Background: an optimization exercise with open tools, aiming at small area. Do not read the settings as production practice. The RTL of this run was laid out without a check of its function.

==> flow/design.v <==
module cordic(angle, out1, clk);
  input signed [31:0] angle;
  input clk;
  output [15:0] out1;
  wire [15:0] a_hi = angle[31:16];
  wire [14:0] u_c = (a_hi[15] != a_hi[14]) ? {15{~a_hi[15]}} : {~a_hi[14], a_hi[13:0]};
  wire [15:0] x_1;
  wire signed [16:0] y_2;
  reg [15:0] x_1_t; reg signed [16:0] y_2_t;
  assign x_1 = x_1_t; assign y_2 = y_2_t;
  always @* case (u_c[14:10])
    5'd0: begin x_1_t = 16'd42750; y_2_t = -17'sd32985; end
    5'd1: begin x_1_t = 16'd40770; y_2_t = -17'sd30375; end
    5'd2: begin x_1_t = 16'd38946; y_2_t = -17'sd27879; end
    5'd3: begin x_1_t = 16'd37278; y_2_t = -17'sd25497; end
    5'd4: begin x_1_t = 16'd35730; y_2_t = -17'sd23175; end
    5'd5: begin x_1_t = 16'd34350; y_2_t = -17'sd20985; end
    5'd6: begin x_1_t = 16'd33102; y_2_t = -17'sd18873; end
    5'd7: begin x_1_t = 16'd31986; y_2_t = -17'sd16839; end
    5'd8: begin x_1_t = 16'd30858; y_2_t = -17'sd14583; end
    5'd9: begin x_1_t = 16'd30006; y_2_t = -17'sd12681; end
    5'd10: begin x_1_t = 16'd29270; y_2_t = -17'sd10825; end
    5'd11: begin x_1_t = 16'd28650; y_2_t = -17'sd9015; end
    5'd12: begin x_1_t = 16'd28134; y_2_t = -17'sd7209; end
    5'd13: begin x_1_t = 16'd27738; y_2_t = -17'sd5463; end
    5'd14: begin x_1_t = 16'd27450; y_2_t = -17'sd3735; end
    5'd15: begin x_1_t = 16'd27270; y_2_t = -17'sd2025; end
    5'd16: begin x_1_t = 16'd27270; y_2_t = 17'sd2025; end
    5'd17: begin x_1_t = 16'd27450; y_2_t = 17'sd3735; end
    5'd18: begin x_1_t = 16'd27738; y_2_t = 17'sd5463; end
    5'd19: begin x_1_t = 16'd28134; y_2_t = 17'sd7209; end
    5'd20: begin x_1_t = 16'd28650; y_2_t = 17'sd9015; end
    5'd21: begin x_1_t = 16'd29270; y_2_t = 17'sd10825; end
    5'd22: begin x_1_t = 16'd30006; y_2_t = 17'sd12681; end
    5'd23: begin x_1_t = 16'd30858; y_2_t = 17'sd14583; end
    5'd24: begin x_1_t = 16'd31986; y_2_t = 17'sd16839; end
    5'd25: begin x_1_t = 16'd33102; y_2_t = 17'sd18873; end
    5'd26: begin x_1_t = 16'd34350; y_2_t = 17'sd20985; end
    5'd27: begin x_1_t = 16'd35730; y_2_t = 17'sd23175; end
    5'd28: begin x_1_t = 16'd37278; y_2_t = 17'sd25497; end
    5'd29: begin x_1_t = 16'd38946; y_2_t = 17'sd27879; end
    5'd30: begin x_1_t = 16'd40770; y_2_t = 17'sd30375; end
    5'd31: begin x_1_t = 16'd42750; y_2_t = 17'sd32985; end
    default: begin x_1_t = 16'd0; y_2_t = 17'sd0; end
  endcase
  wire [14:0] xk_3 = x_1[14:0];
  wire [15:0] yk_4 = y_2[15:0];
  wire [0:0] sg_5 = u_c[14];
  wire [9:0] u_6 = u_c[9:0];
  reg [9:0] u_r0;
  always @(posedge clk) u_r0 <= u_6;
  reg [14:0] x_r0;
  always @(posedge clk) x_r0 <= xk_3;
  reg [15:0] y_r0;
  always @(posedge clk) y_r0 <= yk_4;
  reg [0:0] sg_r0;
  always @(posedge clk) sg_r0 <= sg_5;
  wire [15:0] xf_7 = {~x_r0[14], x_r0};
  wire [16:0] yf_8 = {~sg_r0, y_r0};
  wire [14:0] x_9;
  wire [15:0] y_10;
  cordic_addsub_x #(15, 11, 1) a_x_9 (.a(x_r0), .b(yf_8[16:6]), .sub(~u_r0[9]), .s(x_9));
  cordic_addsub_x #(16, 10, 0) a_y_10 (.a(y_r0), .b(xf_7[15:6]), .sub(~u_r0[9]), .s(y_10));
  wire [8:0] u_11 = u_r0[8:0];
  reg [8:0] u_r1;
  always @(posedge clk) u_r1 <= u_11;
  reg [14:0] x_r1;
  always @(posedge clk) x_r1 <= x_9;
  reg [15:0] y_r1;
  always @(posedge clk) y_r1 <= y_10;
  reg [0:0] sg_r1;
  always @(posedge clk) sg_r1 <= sg_r0;
  wire [15:0] xf_12 = {~x_r1[14], x_r1};
  wire [16:0] yf_13 = {~sg_r1, y_r1};
  wire [14:0] x_14;
  wire [15:0] y_15;
  cordic_addsub_x #(15, 10, 1) a_x_14 (.a(x_r1), .b(yf_13[16:7]), .sub(~u_r1[8]), .s(x_14));
  cordic_addsub_x #(16, 9, 0) a_y_15 (.a(y_r1), .b(xf_12[15:7]), .sub(~u_r1[8]), .s(y_15));
  wire [7:0] u_16 = u_r1[7:0];
  reg [7:0] u_r2;
  always @(posedge clk) u_r2 <= u_16;
  reg [14:0] x_r2;
  always @(posedge clk) x_r2 <= x_14;
  reg [15:0] y_r2;
  always @(posedge clk) y_r2 <= y_15;
  reg [0:0] sg_r2;
  always @(posedge clk) sg_r2 <= sg_r1;
  wire [15:0] xf_17 = {~x_r2[14], x_r2};
  wire [16:0] yf_18 = {~sg_r2, y_r2};
  wire [14:0] x_19;
  wire [15:0] y_20;
  cordic_addsub_x #(15, 9, 1) a_x_19 (.a(x_r2), .b(yf_18[16:8]), .sub(~u_r2[7]), .s(x_19));
  cordic_addsub_x #(16, 8, 0) a_y_20 (.a(y_r2), .b(xf_17[15:8]), .sub(~u_r2[7]), .s(y_20));
  wire [6:0] u_21 = u_r2[6:0];
  reg [6:0] u_r3;
  always @(posedge clk) u_r3 <= u_21;
  reg [14:0] x_r3;
  always @(posedge clk) x_r3 <= x_19;
  reg [15:0] y_r3;
  always @(posedge clk) y_r3 <= y_20;
  reg [0:0] sg_r3;
  always @(posedge clk) sg_r3 <= sg_r2;
  wire [15:0] xf_22 = {~x_r3[14], x_r3};
  wire [16:0] yf_23 = {~sg_r3, y_r3};
  wire [14:0] x_24;
  wire [15:0] y_25;
  cordic_addsub_x #(15, 8, 1) a_x_24 (.a(x_r3), .b(yf_23[16:9]), .sub(~u_r3[6]), .s(x_24));
  cordic_addsub_x #(16, 7, 0) a_y_25 (.a(y_r3), .b(xf_22[15:9]), .sub(~u_r3[6]), .s(y_25));
  wire [5:0] u_26 = u_r3[5:0];
  reg [5:0] u_r4;
  always @(posedge clk) u_r4 <= u_26;
  reg [14:0] x_r4;
  always @(posedge clk) x_r4 <= x_24;
  reg [15:0] y_r4;
  always @(posedge clk) y_r4 <= y_25;
  reg [0:0] sg_r4;
  always @(posedge clk) sg_r4 <= sg_r3;
  wire [15:0] xf_27 = {~x_r4[14], x_r4};
  wire [16:0] yf_28 = {~sg_r4, y_r4};
  wire [14:0] x_29;
  wire [15:0] y_30;
  cordic_addsub_x #(15, 7, 1) a_x_29 (.a(x_r4), .b(yf_28[16:10]), .sub(~u_r4[5]), .s(x_29));
  cordic_addsub_x #(16, 6, 0) a_y_30 (.a(y_r4), .b(xf_27[15:10]), .sub(~u_r4[5]), .s(y_30));
  wire [4:0] u_31 = u_r4[4:0];
  reg [4:0] u_r5;
  always @(posedge clk) u_r5 <= u_31;
  reg [14:0] x_r5;
  always @(posedge clk) x_r5 <= x_29;
  reg [15:0] y_r5;
  always @(posedge clk) y_r5 <= y_30;
  reg [0:0] sg_r5;
  always @(posedge clk) sg_r5 <= sg_r4;
  wire [15:0] xf_32 = {~x_r5[14], x_r5};
  wire [16:0] yf_33 = {~sg_r5, y_r5};
  wire [14:0] x_34;
  wire [15:0] y_35;
  cordic_addsub_x #(15, 6, 1) a_x_34 (.a(x_r5), .b(yf_33[16:11]), .sub(~u_r5[4]), .s(x_34));
  cordic_addsub_x #(16, 5, 0) a_y_35 (.a(y_r5), .b(xf_32[15:11]), .sub(~u_r5[4]), .s(y_35));
  wire [3:0] u_36 = u_r5[3:0];
  reg [3:0] u_r6;
  always @(posedge clk) u_r6 <= u_36;
  reg [14:0] x_r6;
  always @(posedge clk) x_r6 <= x_34;
  reg [15:0] y_r6;
  always @(posedge clk) y_r6 <= y_35;
  reg [0:0] sg_r6;
  always @(posedge clk) sg_r6 <= sg_r5;
  wire [15:0] xf_37 = {~x_r6[14], x_r6};
  wire [16:0] yf_38 = {~sg_r6, y_r6};
  wire [14:0] x_39;
  wire [15:0] y_40;
  cordic_addsub_x #(15, 5, 1) a_x_39 (.a(x_r6), .b(yf_38[16:12]), .sub(~u_r6[3]), .s(x_39));
  cordic_addsub_x #(16, 4, 0) a_y_40 (.a(y_r6), .b(xf_37[15:12]), .sub(~u_r6[3]), .s(y_40));
  wire [2:0] u_41 = u_r6[2:0];
  reg [2:0] u_r7;
  always @(posedge clk) u_r7 <= u_41;
  reg [14:0] x_r7;
  always @(posedge clk) x_r7 <= x_39;
  reg [15:0] y_r7;
  always @(posedge clk) y_r7 <= y_40;
  reg [0:0] sg_r7;
  always @(posedge clk) sg_r7 <= sg_r6;
  wire [15:0] xf_42 = {~x_r7[14], x_r7};
  wire [16:0] yf_43 = {~sg_r7, y_r7};
  wire [14:0] x_44;
  wire [15:0] y_45;
  cordic_addsub_x #(15, 4, 1) a_x_44 (.a(x_r7), .b(yf_43[16:13]), .sub(~u_r7[2]), .s(x_44));
  cordic_addsub_x #(16, 3, 0) a_y_45 (.a(y_r7), .b(xf_42[15:13]), .sub(~u_r7[2]), .s(y_45));
  wire [1:0] u_46 = u_r7[1:0];
  reg [1:0] u_r8;
  always @(posedge clk) u_r8 <= u_46;
  reg [14:0] x_r8;
  always @(posedge clk) x_r8 <= x_44;
  reg [15:0] y_r8;
  always @(posedge clk) y_r8 <= y_45;
  reg [0:0] sg_r8;
  always @(posedge clk) sg_r8 <= sg_r7;
  wire [15:0] xf_47 = {~x_r8[14], x_r8};
  wire [16:0] yf_48 = {~sg_r8, y_r8};
  wire [14:0] x_49;
  wire [15:0] y_50;
  cordic_addsub_x #(15, 3, 1) a_x_49 (.a(x_r8), .b(yf_48[16:14]), .sub(~u_r8[1]), .s(x_49));
  cordic_addsub_x #(16, 2, 0) a_y_50 (.a(y_r8), .b(xf_47[15:14]), .sub(~u_r8[1]), .s(y_50));
  wire [0:0] u_51 = u_r8[0:0];
  wire [15:0] xf_52 = {~x_49[14], x_49};
  wire [16:0] yf_53 = {~sg_r8, y_50};
  wire [14:0] x_54;
  wire [15:0] y_55;
  cordic_addsub_x #(15, 2, 1) a_x_54 (.a(x_49), .b(yf_53[16:15]), .sub(~u_51[0]), .s(x_54));
  cordic_addsub_x #(16, 1, 0) a_y_55 (.a(y_50), .b(xf_52[15:15]), .sub(~u_51[0]), .s(y_55));
  reg [14:0] x_r9;
  always @(posedge clk) x_r9 <= x_54;
  reg [15:0] y_r9;
  always @(posedge clk) y_r9 <= y_55;
  reg [0:0] sg_r9;
  always @(posedge clk) sg_r9 <= sg_r8;
  wire [0:0] sb_56 = sg_r9;
  wire [15:0] xf_57 = {~x_r9[14], x_r9};
  wire [15:0] op_58 = xf_57[15:0] ^ {16{sb_56}};
  wire [12:0] ql_59;
  wire [0:0] c_60;
  cordic_add #(13) a_ql_59 (.a(y_r9[12:0]), .b(op_58[12:0]), .ci(sb_56), .s(ql_59), .co(c_60));
  wire [2:0] qh_61 = y_r9[15:13];
  wire [0:0] oh_62 = sb_56;
  reg [14:0] x_r10;
  always @(posedge clk) x_r10 <= x_r9;
  reg [2:0] qh_r10;
  always @(posedge clk) qh_r10 <= qh_61;
  reg [0:0] oh_r10;
  always @(posedge clk) oh_r10 <= oh_62;
  reg [12:0] ql_r10;
  always @(posedge clk) ql_r10 <= ql_59;
  reg [0:0] cc_r10;
  always @(posedge clk) cc_r10 <= c_60;
  wire [15:0] xf_63 = {~x_r10[14], x_r10};
  wire [15:0] op_64 = xf_63[15:0] ^ {16{oh_r10}};
  wire [2:0] qh_65;
  cordic_add #(3) a_qh_65 (.a(qh_r10), .b(op_64[15:13]), .ci(cc_r10), .s(qh_65), .co());
  wire [15:0] q_66 = {qh_65, ql_r10};
  wire [13:0] x_67 = x_r10[14:1];
  wire [0:0] sb_68 = ~q_66[15];
  wire [14:0] xf_69 = {~x_67[13], x_67};
  wire [14:0] op_70 = xf_69[14:0] ^ {15{sb_68}};
  wire [9:0] ql_71;
  wire [0:0] c_72;
  cordic_add #(10) a_ql_71 (.a(q_66[9:0]), .b(op_70[9:0]), .ci(sb_68), .s(ql_71), .co(c_72));
  wire [4:0] qh_73 = q_66[14:10];
  wire [0:0] oh_74 = sb_68;
  reg [13:0] x_r11;
  always @(posedge clk) x_r11 <= x_67;
  reg [0:0] bits_r11;
  always @(posedge clk) bits_r11 <= sb_68;
  reg [4:0] qh_r11;
  always @(posedge clk) qh_r11 <= qh_73;
  reg [0:0] oh_r11;
  always @(posedge clk) oh_r11 <= oh_74;
  reg [9:0] ql_r11;
  always @(posedge clk) ql_r11 <= ql_71;
  reg [0:0] cc_r11;
  always @(posedge clk) cc_r11 <= c_72;
  wire [14:0] xf_75 = {~x_r11[13], x_r11};
  wire [14:0] op_76 = xf_75[14:0] ^ {15{oh_r11}};
  wire [4:0] qh_77;
  cordic_add #(5) a_qh_77 (.a(qh_r11), .b(op_76[14:10]), .ci(cc_r11), .s(qh_77), .co());
  wire [14:0] q_78 = {qh_77, ql_r11};
  wire [12:0] x_79 = x_r11[13:1];
  wire [0:0] sb_80 = ~q_78[14];
  wire [1:0] bits_81 = {bits_r11, sb_80};
  wire [13:0] xf_82 = {~x_79[12], x_79};
  wire [13:0] op_83 = xf_82[13:0] ^ {14{sb_80}};
  wire [7:0] ql_84;
  wire [0:0] c_85;
  cordic_add #(8) a_ql_84 (.a(q_78[7:0]), .b(op_83[7:0]), .ci(sb_80), .s(ql_84), .co(c_85));
  wire [5:0] qh_86 = q_78[13:8];
  wire [0:0] oh_87 = sb_80;
  reg [12:0] x_r12;
  always @(posedge clk) x_r12 <= x_79;
  reg [1:0] bits_r12;
  always @(posedge clk) bits_r12 <= bits_81;
  reg [5:0] qh_r12;
  always @(posedge clk) qh_r12 <= qh_86;
  reg [0:0] oh_r12;
  always @(posedge clk) oh_r12 <= oh_87;
  reg [7:0] ql_r12;
  always @(posedge clk) ql_r12 <= ql_84;
  reg [0:0] cc_r12;
  always @(posedge clk) cc_r12 <= c_85;
  wire [13:0] xf_88 = {~x_r12[12], x_r12};
  wire [13:0] op_89 = xf_88[13:0] ^ {14{oh_r12}};
  wire [5:0] qh_90;
  cordic_add #(6) a_qh_90 (.a(qh_r12), .b(op_89[13:8]), .ci(cc_r12), .s(qh_90), .co());
  wire [13:0] q_91 = {qh_90, ql_r12};
  wire [11:0] x_92 = x_r12[12:1];
  wire [0:0] sb_93 = ~q_91[13];
  wire [2:0] bits_94 = {bits_r12, sb_93};
  wire [12:0] xf_95 = {~x_92[11], x_92};
  wire [13:0] op_96 = {1'b0, xf_95[12:0]} ^ {14{sb_93}};
  wire [6:0] ql_97;
  wire [0:0] c_98;
  cordic_add #(7) a_ql_97 (.a(q_91[6:0]), .b(op_96[6:0]), .ci(sb_93), .s(ql_97), .co(c_98));
  wire [6:0] qh_99 = q_91[13:7];
  wire [0:0] oh_100 = sb_93;
  reg [11:0] x_r13;
  always @(posedge clk) x_r13 <= x_92;
  reg [2:0] bits_r13;
  always @(posedge clk) bits_r13 <= bits_94;
  reg [6:0] qh_r13;
  always @(posedge clk) qh_r13 <= qh_99;
  reg [0:0] oh_r13;
  always @(posedge clk) oh_r13 <= oh_100;
  reg [6:0] ql_r13;
  always @(posedge clk) ql_r13 <= ql_97;
  reg [0:0] cc_r13;
  always @(posedge clk) cc_r13 <= c_98;
  wire [12:0] xf_101 = {~x_r13[11], x_r13};
  wire [13:0] op_102 = {1'b0, xf_101[12:0]} ^ {14{oh_r13}};
  wire [6:0] qh_103;
  cordic_add #(7) a_qh_103 (.a(qh_r13), .b(op_102[13:7]), .ci(cc_r13), .s(qh_103), .co());
  wire [13:0] q_104 = {qh_103, ql_r13};
  wire [10:0] x_105 = x_r13[11:1];
  wire [0:0] sb_106 = ~q_104[13];
  wire [3:0] bits_107 = {bits_r13, sb_106};
  wire [11:0] xf_108 = {~x_105[10], x_105};
  wire [12:0] op_109 = {1'b0, xf_108[11:0]} ^ {13{sb_106}};
  wire [5:0] ql_110;
  wire [0:0] c_111;
  cordic_add #(6) a_ql_110 (.a(q_104[5:0]), .b(op_109[5:0]), .ci(sb_106), .s(ql_110), .co(c_111));
  wire [6:0] qh_112 = q_104[12:6];
  wire [0:0] oh_113 = sb_106;
  reg [10:0] x_r14;
  always @(posedge clk) x_r14 <= x_105;
  reg [3:0] bits_r14;
  always @(posedge clk) bits_r14 <= bits_107;
  reg [6:0] qh_r14;
  always @(posedge clk) qh_r14 <= qh_112;
  reg [0:0] oh_r14;
  always @(posedge clk) oh_r14 <= oh_113;
  reg [5:0] ql_r14;
  always @(posedge clk) ql_r14 <= ql_110;
  reg [0:0] cc_r14;
  always @(posedge clk) cc_r14 <= c_111;
  wire [11:0] xf_114 = {~x_r14[10], x_r14};
  wire [12:0] op_115 = {1'b0, xf_114[11:0]} ^ {13{oh_r14}};
  wire [6:0] qh_116;
  cordic_add #(7) a_qh_116 (.a(qh_r14), .b(op_115[12:6]), .ci(cc_r14), .s(qh_116), .co());
  wire [12:0] q_117 = {qh_116, ql_r14};
  wire [9:0] x_118 = x_r14[10:1];
  wire [0:0] sb_119 = ~q_117[12];
  wire [4:0] bits_120 = {bits_r14, sb_119};
  wire [10:0] xf_121 = {~x_118[9], x_118};
  wire [11:0] op_122 = {1'b0, xf_121[10:0]} ^ {12{sb_119}};
  wire [5:0] ql_123;
  wire [0:0] c_124;
  cordic_add #(6) a_ql_123 (.a(q_117[5:0]), .b(op_122[5:0]), .ci(sb_119), .s(ql_123), .co(c_124));
  wire [5:0] qh_125 = q_117[11:6];
  wire [0:0] oh_126 = sb_119;
  reg [9:0] x_r15;
  always @(posedge clk) x_r15 <= x_118;
  reg [4:0] bits_r15;
  always @(posedge clk) bits_r15 <= bits_120;
  reg [5:0] qh_r15;
  always @(posedge clk) qh_r15 <= qh_125;
  reg [0:0] oh_r15;
  always @(posedge clk) oh_r15 <= oh_126;
  reg [5:0] ql_r15;
  always @(posedge clk) ql_r15 <= ql_123;
  reg [0:0] cc_r15;
  always @(posedge clk) cc_r15 <= c_124;
  wire [10:0] xf_127 = {~x_r15[9], x_r15};
  wire [11:0] op_128 = {1'b0, xf_127[10:0]} ^ {12{oh_r15}};
  wire [5:0] qh_129;
  cordic_add #(6) a_qh_129 (.a(qh_r15), .b(op_128[11:6]), .ci(cc_r15), .s(qh_129), .co());
  wire [11:0] q_130 = {qh_129, ql_r15};
  wire [8:0] x_131 = x_r15[9:1];
  wire [0:0] sb_132 = ~q_130[11];
  wire [5:0] bits_133 = {bits_r15, sb_132};
  wire [9:0] xf_134 = {~x_131[8], x_131};
  wire [10:0] op_135 = {1'b0, xf_134[9:0]} ^ {11{sb_132}};
  wire [6:0] ql_136;
  wire [0:0] c_137;
  cordic_add #(7) a_ql_136 (.a(q_130[6:0]), .b(op_135[6:0]), .ci(sb_132), .s(ql_136), .co(c_137));
  wire [3:0] qh_138 = q_130[10:7];
  wire [0:0] oh_139 = sb_132;
  reg [8:0] x_r16;
  always @(posedge clk) x_r16 <= x_131;
  reg [5:0] bits_r16;
  always @(posedge clk) bits_r16 <= bits_133;
  reg [3:0] qh_r16;
  always @(posedge clk) qh_r16 <= qh_138;
  reg [0:0] oh_r16;
  always @(posedge clk) oh_r16 <= oh_139;
  reg [6:0] ql_r16;
  always @(posedge clk) ql_r16 <= ql_136;
  reg [0:0] cc_r16;
  always @(posedge clk) cc_r16 <= c_137;
  wire [9:0] xf_140 = {~x_r16[8], x_r16};
  wire [10:0] op_141 = {1'b0, xf_140[9:0]} ^ {11{oh_r16}};
  wire [3:0] qh_142;
  cordic_add #(4) a_qh_142 (.a(qh_r16), .b(op_141[10:7]), .ci(cc_r16), .s(qh_142), .co());
  wire [10:0] q_143 = {qh_142, ql_r16};
  wire [7:0] x_144 = x_r16[8:1];
  wire [0:0] sb_145 = ~q_143[10];
  wire [6:0] bits_146 = {bits_r16, sb_145};
  wire [8:0] xf_147 = {~x_144[7], x_144};
  wire [9:0] op_148 = {1'b0, xf_147[8:0]} ^ {10{sb_145}};
  wire [9:0] ql_149;
  wire [0:0] c_150;
  cordic_add #(10) a_ql_149 (.a(q_143[9:0]), .b(op_148[9:0]), .ci(sb_145), .s(ql_149), .co(c_150));
  wire [6:0] x_151 = x_144[7:1];
  reg [6:0] x_r17;
  always @(posedge clk) x_r17 <= x_151;
  reg [6:0] bits_r17;
  always @(posedge clk) bits_r17 <= bits_146;
  reg [9:0] q_r17;
  always @(posedge clk) q_r17 <= ql_149;
  wire [0:0] sb_152 = ~q_r17[9];
  wire [7:0] bits_153 = {bits_r17, sb_152};
  wire [7:0] xf_154 = {~x_r17[6], x_r17};
  wire [8:0] op_155 = {1'b0, xf_154[7:0]} ^ {9{sb_152}};
  wire [8:0] ql_156;
  wire [0:0] c_157;
  cordic_add #(9) a_ql_156 (.a(q_r17[8:0]), .b(op_155[8:0]), .ci(sb_152), .s(ql_156), .co(c_157));
  wire [5:0] x_158 = x_r17[6:1];
  wire [0:0] sb_159 = ~ql_156[8];
  wire [8:0] bits_160 = {bits_153, sb_159};
  wire [6:0] xf_161 = {~x_158[5], x_158};
  wire [7:0] op_162 = {1'b0, xf_161[6:0]} ^ {8{sb_159}};
  wire [3:0] ql_163;
  wire [0:0] c_164;
  cordic_add #(4) a_ql_163 (.a(ql_156[3:0]), .b(op_162[3:0]), .ci(sb_159), .s(ql_163), .co(c_164));
  wire [3:0] qh_165 = ql_156[7:4];
  wire [0:0] oh_166 = sb_159;
  reg [5:0] x_r18;
  always @(posedge clk) x_r18 <= x_158;
  reg [8:0] bits_r18;
  always @(posedge clk) bits_r18 <= bits_160;
  reg [3:0] qh_r18;
  always @(posedge clk) qh_r18 <= qh_165;
  reg [0:0] oh_r18;
  always @(posedge clk) oh_r18 <= oh_166;
  reg [3:0] ql_r18;
  always @(posedge clk) ql_r18 <= ql_163;
  reg [0:0] cc_r18;
  always @(posedge clk) cc_r18 <= c_164;
  wire [6:0] xf_167 = {~x_r18[5], x_r18};
  wire [7:0] op_168 = {1'b0, xf_167[6:0]} ^ {8{oh_r18}};
  wire [3:0] qh_169;
  cordic_add #(4) a_qh_169 (.a(qh_r18), .b(op_168[7:4]), .ci(cc_r18), .s(qh_169), .co());
  wire [7:0] q_170 = {qh_169, ql_r18};
  wire [4:0] x_171 = x_r18[5:1];
  wire [0:0] sb_172 = ~q_170[7];
  wire [9:0] bits_173 = {bits_r18, sb_172};
  wire [5:0] xf_174 = {~x_171[4], x_171};
  wire [6:0] op_175 = {1'b0, xf_174[5:0]} ^ {7{sb_172}};
  wire [6:0] ql_176;
  wire [0:0] c_177;
  cordic_add #(7) a_ql_176 (.a(q_170[6:0]), .b(op_175[6:0]), .ci(sb_172), .s(ql_176), .co(c_177));
  wire [3:0] x_178 = x_171[4:1];
  reg [3:0] x_r19;
  always @(posedge clk) x_r19 <= x_178;
  reg [9:0] bits_r19;
  always @(posedge clk) bits_r19 <= bits_173;
  reg [6:0] q_r19;
  always @(posedge clk) q_r19 <= ql_176;
  wire [0:0] sb_179 = ~q_r19[6];
  wire [10:0] bits_180 = {bits_r19, sb_179};
  wire [4:0] xf_181 = {~x_r19[3], x_r19};
  wire [5:0] op_182 = {1'b0, xf_181[4:0]} ^ {6{sb_179}};
  wire [5:0] ql_183;
  wire [0:0] c_184;
  cordic_add #(6) a_ql_183 (.a(q_r19[5:0]), .b(op_182[5:0]), .ci(sb_179), .s(ql_183), .co(c_184));
  wire [2:0] x_185 = x_r19[3:1];
  wire [0:0] sb_186 = ~ql_183[5];
  wire [11:0] bits_187 = {bits_180, sb_186};
  wire [3:0] xf_188 = {~x_185[2], x_185};
  wire [4:0] op_189 = {1'b0, xf_188[3:0]} ^ {5{sb_186}};
  wire [4:0] ql_190;
  wire [0:0] c_191;
  cordic_add #(5) a_ql_190 (.a(ql_183[4:0]), .b(op_189[4:0]), .ci(sb_186), .s(ql_190), .co(c_191));
  wire [0:0] sb_192 = ~ql_190[4];
  wire [12:0] bits_193 = {bits_187, sb_192};
  reg [12:0] bits_r20;
  always @(posedge clk) bits_r20 <= bits_193;
  reg [12:0] bits_r21;
  always @(posedge clk) bits_r21 <= bits_r20;
  reg [12:0] bits_r22;
  always @(posedge clk) bits_r22 <= bits_r21;
  reg [12:0] bits_r23;
  always @(posedge clk) bits_r23 <= bits_r22;
  reg [12:0] bits_r24;
  always @(posedge clk) bits_r24 <= bits_r23;
  reg [12:0] bits_r25;
  always @(posedge clk) bits_r25 <= bits_r24;
  reg [12:0] bits_r26;
  always @(posedge clk) bits_r26 <= bits_r25;
  reg [12:0] bits_r27;
  always @(posedge clk) bits_r27 <= bits_r26;
  reg [12:0] bits_r28;
  always @(posedge clk) bits_r28 <= bits_r27;
  reg [12:0] bits_r29;
  always @(posedge clk) bits_r29 <= bits_r28;
  assign out1 = {bits_r29, 3'b100};
endmodule
module cordic_add #(parameter W = 8) (a, b, ci, s, co);
  input [W-1:0] a;
  input [W-1:0] b;
  input ci;
  output [W-1:0] s;
  output co;
  wire [W:0] c;
  assign c[0] = ci;
  genvar i;
  generate
    for (i = 0; i < W; i = i + 1) begin : bit_
      assign s[i] = a[i] ^ b[i] ^ c[i];
      assign c[i+1] = (a[i] & b[i]) | (c[i] & (a[i] ^ b[i]));
    end
  endgenerate
  assign co = c[W];
endmodule
module cordic_addsub_x #(parameter W = 16, parameter N = 8, parameter SX = 1) (a, b, sub, s);
  input [W-1:0] a;
  input [N-1:0] b;
  input sub;
  output [W-1:0] s;
  wire [N:0] c;
  wire [N-1:0] bx = b ^ {N{sub}};
  assign c[0] = sub;
  genvar i;
  generate
    for (i = 0; i < N; i = i + 1) begin : lo_
      wire [N-1:0] b = bx;
      assign s[i] = a[i] ^ b[i] ^ c[i];
      assign c[i+1] = (a[i] & b[i]) | (c[i] & (a[i] ^ b[i]));
    end
    if (W > N) begin : hi_
      wire e = (SX ? b[N-1] : 1'b0) ^ sub;
      wire inc = ~e & c[N];
      wire dec = e & ~c[N];
      wire [W:N] p1;
      wire [W:N] p0;
      assign p1[N] = 1'b1;
      assign p0[N] = 1'b1;
      for (i = N; i < W; i = i + 1) begin : hb_
        assign p1[i+1] = p1[i] & a[i];
        assign p0[i+1] = p0[i] & ~a[i];
        assign s[i] = a[i] ^ ((inc & p1[i]) | (dec & p0[i]));
      end
    end
  endgenerate
endmodule
==> flow/run.sh <==
#!/bin/bash
# synth_recipe.tcl (not shown) runs the flow's synth.tcl, then flattens the netlist and writes it again
# the make line also repeats each setting of config.mk as NAME=value (left out here)
make -C /OpenROAD-flow-scripts/flow DESIGN_CONFIG=/design/flow/config.mk WORK_HOME=/design/flow/orfs CLKGATE_MAP_FILE= SYNTH_SCRIPT=/design/flow/synth_recipe.tcl finish
==> flow/config.mk <==
export PLATFORM = sky130hd
export DESIGN_NAME = cordic
export DESIGN_NICKNAME = cordic
export VERILOG_FILES = /design/flow/design.v
export SDC_FILE = /design/flow/constraint.sdc
export NUM_CORES = 4
export LEC_CHECK = 0
export CAP_MARGIN = 20
export CORE_MARGIN = 2
export CORE_UTILIZATION = 40
export CTS_BUF_LIST = sky130_fd_sc_hd__clkbuf_16
export CTS_CLUSTER_DIAMETER = 100
export CTS_CLUSTER_SIZE = 30
export SLEW_MARGIN = 20
==> flow/constraint.sdc <==
create_clock -name core_clock -period 5.5 [get_ports {clk}]
set_input_delay 1.1000 -clock core_clock [delete_from_list [all_inputs] [get_ports {clk}]]
set_output_delay 1.1000 -clock core_clock [all_outputs]
set_load 0.01 [all_outputs]
==> qor.txt <==
worst-case clock buffer depth: 3
I/O Buffers: 29
die area: 77650 um2
Setup WS post-layout: 0.1614 ns
Tightest Hold Check Type: flop to flop
initial core utilization: 0.4046
Final setup viols: 0
Clk Latency, worst-skew pair: 0.63 ns
H-tree depth: 1
Detail Route Antenna Nets: 0
synth cell count leaders: 769 x dfxtp_1, 461 x inv_1, 246 x xnor2_1, 213 x xor2_1, 210 x fa_1
Max Fclk: 187.3 MHz
sequential-to-total area share from yosys stat: 0.5102
status: finished clean
Nets: 3034
gr ovfl total: 0
Worst Path Arrival: 5.84 ns
synthesized area: 30170 um2
critical path capture point type: flop
vias in the first global route: 16910
Reg2Reg Setup Slack: 0.16 ns
worst hold path startpoint: u_r5[0]
R2R depth: 14
Max-slew headroom: 0.2628
CTS tree: built
MaxCap Viol Count: 0
Reg-to-Reg End: ql_r10[12]
first-pass GRT wire length: 79040 um
worst slack, placed: -0.2349 ns
vias post-DR: 16300
post-route clock period utilization: 0.9707
# rows: 100
Die Span Y: 278.7 um
Die W: 278.7 um
largest net degree at the start of global routing: 31
Worst Path Max Fanout: 3
EDFF count, synth: 0
ys flop type: dfxtp_1
#FFs+latches synth: 769
clock period minus worst slack: 5.339 ns
Worst Max-Slew Pin Slew: 1.098 ns
WL/cell: 12.60 um
Synth top area share: 0.5102
Final GP Congestion: 0.8790
async set or reset register ratio after synthesis: 0
Starting DRT DRC Count: 455
DRT Pass-1 Iters: 5
Total GRT Usage: 0.1217
Hold Path Sink: u_r6[0]
Core ar.: 74570 um2
clock sink count: 769
Worst setup SP type: flop
DR vias/cell: 4.394
launching point of the worst reg2reg path: sg_r9
count leader, synth: dfxtp_1
biggest area consumer among synthesized cells: dfxtp_1
Hold Vio Cnt, Final: 0
leading post-synthesis cells by cell area: dfxtp_1 51%, fa_1 14%, xnor2_1 7.1%
number of CTS-inserted buffers: 31
share of layout cells above drive strength 1: 0.1032
WP data required: 6.01 ns
Area Growth Syn to Fin: 10.68%
Syn Area/Cell: 11.28 um2
Yosys cell types: 70
WHS Path Cells: 0
final wirelength: 46730 um
Clock Skew: 0.03628 ns
Pins Over Slew Limit: 0
Reg clk slew, reported paths: 0.11 ns
hpwl dp: 36370 um
Post-Syn Instances: 2674
Ys Warns: 1
initial antenna violation count: 0
root buf cell: clkbuf_16
io pins: 49
DRC viols: 0
Inserted Diodes: 0
WS Path Type: flop to flop
==> cells by family (layout without fill, tap and decap cells) <==
| family | Yosys count | after routing | share of synthesized area |
|---|---|---|---|
| XOR/XNOR | 461 | 461 | 0.1343 |
| other | 2 | 3 | 0.0002489 |
| flip-flops | 769 | 769 | 0.5102 |
| AND/OR/NAND/NOR | 397 | 397 | 0.06900 |
| AO/OA/AOI/OAI | 198 | 198 | 0.04234 |
| adder cells (fa/ha/maj) | 266 | 266 | 0.1625 |
| buffers and inverters | 544 | 610 | 0.06896 |
| multiplexers | 37 | 37 | 0.01240 |
==> worst max-delay path: stages (launching register included) <==
cell and delay (ns):
dfxtp_2 0.35, xnor2_1 0.14, fa_1 0.46, fa_1 0.44, fa_2 0.38, fa_2 0.38
fa_2 0.38, fa_2 0.38, fa_2 0.37, fa_1 0.43, fa_2 0.38, fa_1 0.41
inv_1 0.09, fa_1 0.20, fa_1 0.43
==> sequential cells by signal (all words and copies together) (netlist names), 16 cells and up <==
name  flops
y_r1     16
y_r2     16
y_r3     16
y_r4     16
y_r5     16
y_r6     16
y_r7     16
y_r8     16
y_r9     16
==> timing repair <==
item                       4_1_cts  5_1_grt
hold buffers                     0        0
buffers inserted                 7       10
pin swaps                       12       47
setup endpoints to repair       25       31
resized for setup               26       79
==> cell usage in the layout (no fill, tap or decap), drive strengths merged, types with 6 or more instances in the layout <==
| cell | count |
|---|---|
| nand2b | 30 |
| nor4 | 16 |
| or4 | 11 |
| or3 | 11 |
| ha | 56 |
| a41oi | 7 |
| nand2 | 84 |
| clkbuf | 31 |
| nor3 | 35 |
| o21ai | 46 |
| nand4 | 20 |
| buf | 80 |
| o22ai | 14 |
| xor2 | 214 |
| xnor2 | 247 |
| and4 | 8 |
| and3 | 13 |
| mux2i | 34 |
| or2 | 7 |
| nor2 | 96 |
| a21oi | 60 |
| dfxtp | 769 |
| o31ai | 10 |
| nor2b | 13 |
| a31oi | 16 |
| o21a | 13 |
| inv | 466 |
| or3b | 6 |
| clkdlybuf4s50 | 29 |
| nand3 | 36 |
| fa | 210 |
==> how the worst max path moves through the flow <==
stage	slack, ns	start	to
finish	0.16	sg_r9	ql_r10[12]
global route	-0.005	x_r15[6]	ql_r16[6]
CTS	0.004	x_r13[7]	ql_r14[5]
detailed placement	-0.23	u_r8[1]	y_r9[14]
global placement	-0.15	x_r10[13]	ql_r11[9]
floorplan	-0.09	sg_r9	ql_r10[12]
==> area by class of cell <==
class | count | area (um2)
Fill cell | 6880 | 41180
Sequential cell | 769 | 15420
Multi-Input combinational cell | 1362 | 13250
Inverter | 462 | 1734
Tap cell | 969 | 1212
Timing Repair Buffer | 109 | 894.6
Clock buffer | 31 | 775.7
Clock inverter | 8 | 108.9
==> metrics by stage <==
| stage | hold slack [ns] | cells | instance area (um2) | util | setup TNS, ns |
|---|---|---|---|---|---|
| 2_1_floorplan | 0.3096 | 2675 | 30440 | - | -0.08525 |
| 3_3_place_gp | 0.3096 | 3654 | 32020 | 0.4294 | -0.8079 |
| 3_5_place_dp | 0.3121 | 3654 | 32020 | 0.4294 | -2.559 |
| 4_1_cts | 0.3279 | 3700 | 33050 | 0.4432 | 0 |
| 5_1_grt | 0.3398 | 3710 | 33400 | 0.4478 | -0.005300 |
| 6_report | 0.3256 | 3710 | 33400 | 0.4478 | 0 |
==> routing by layer <==
layer,track usage,part of all wire,up-vias
met5,0,0,-
met4,0.02812,0.022,0
met3,0.01489,0.023,59
met2,0.2525,0.57,160
met1,0.1273,0.39,7841
li1,-,-,8241

## afterwards: timing with drivers on the ports
How much do the figures lean on ideal ports? The routed layout below was timed once more, with nothing changed but the port constraints. Step 1: set_driving_cell puts a clkbuf_16 on clk and a buf_2 on each other input, an assumption about the parent block. Step 2 adds t to the input delays and takes it off the output delays; t is the mean of the earliest and latest rising clock arrival at the registers after step 1. Input paths then give back, and output paths get back, about the clock's delay inside the block. Three values: ideal ports, drivers, drivers and shift; two values: the first two.
t (ns): 0.682
setup WS [ns]: 0.161 / 0.161 / 0.161
worst setup path at the end: register to register
clock arrival spread, ns: 0.038 / 0.039
worst data-port slew with drivers (ns): 0.04
After both steps this run still meets setup and hold. For this run, drivers alone change the setup slack by 0.000 ns; drivers and shift together by 0.000 ns.
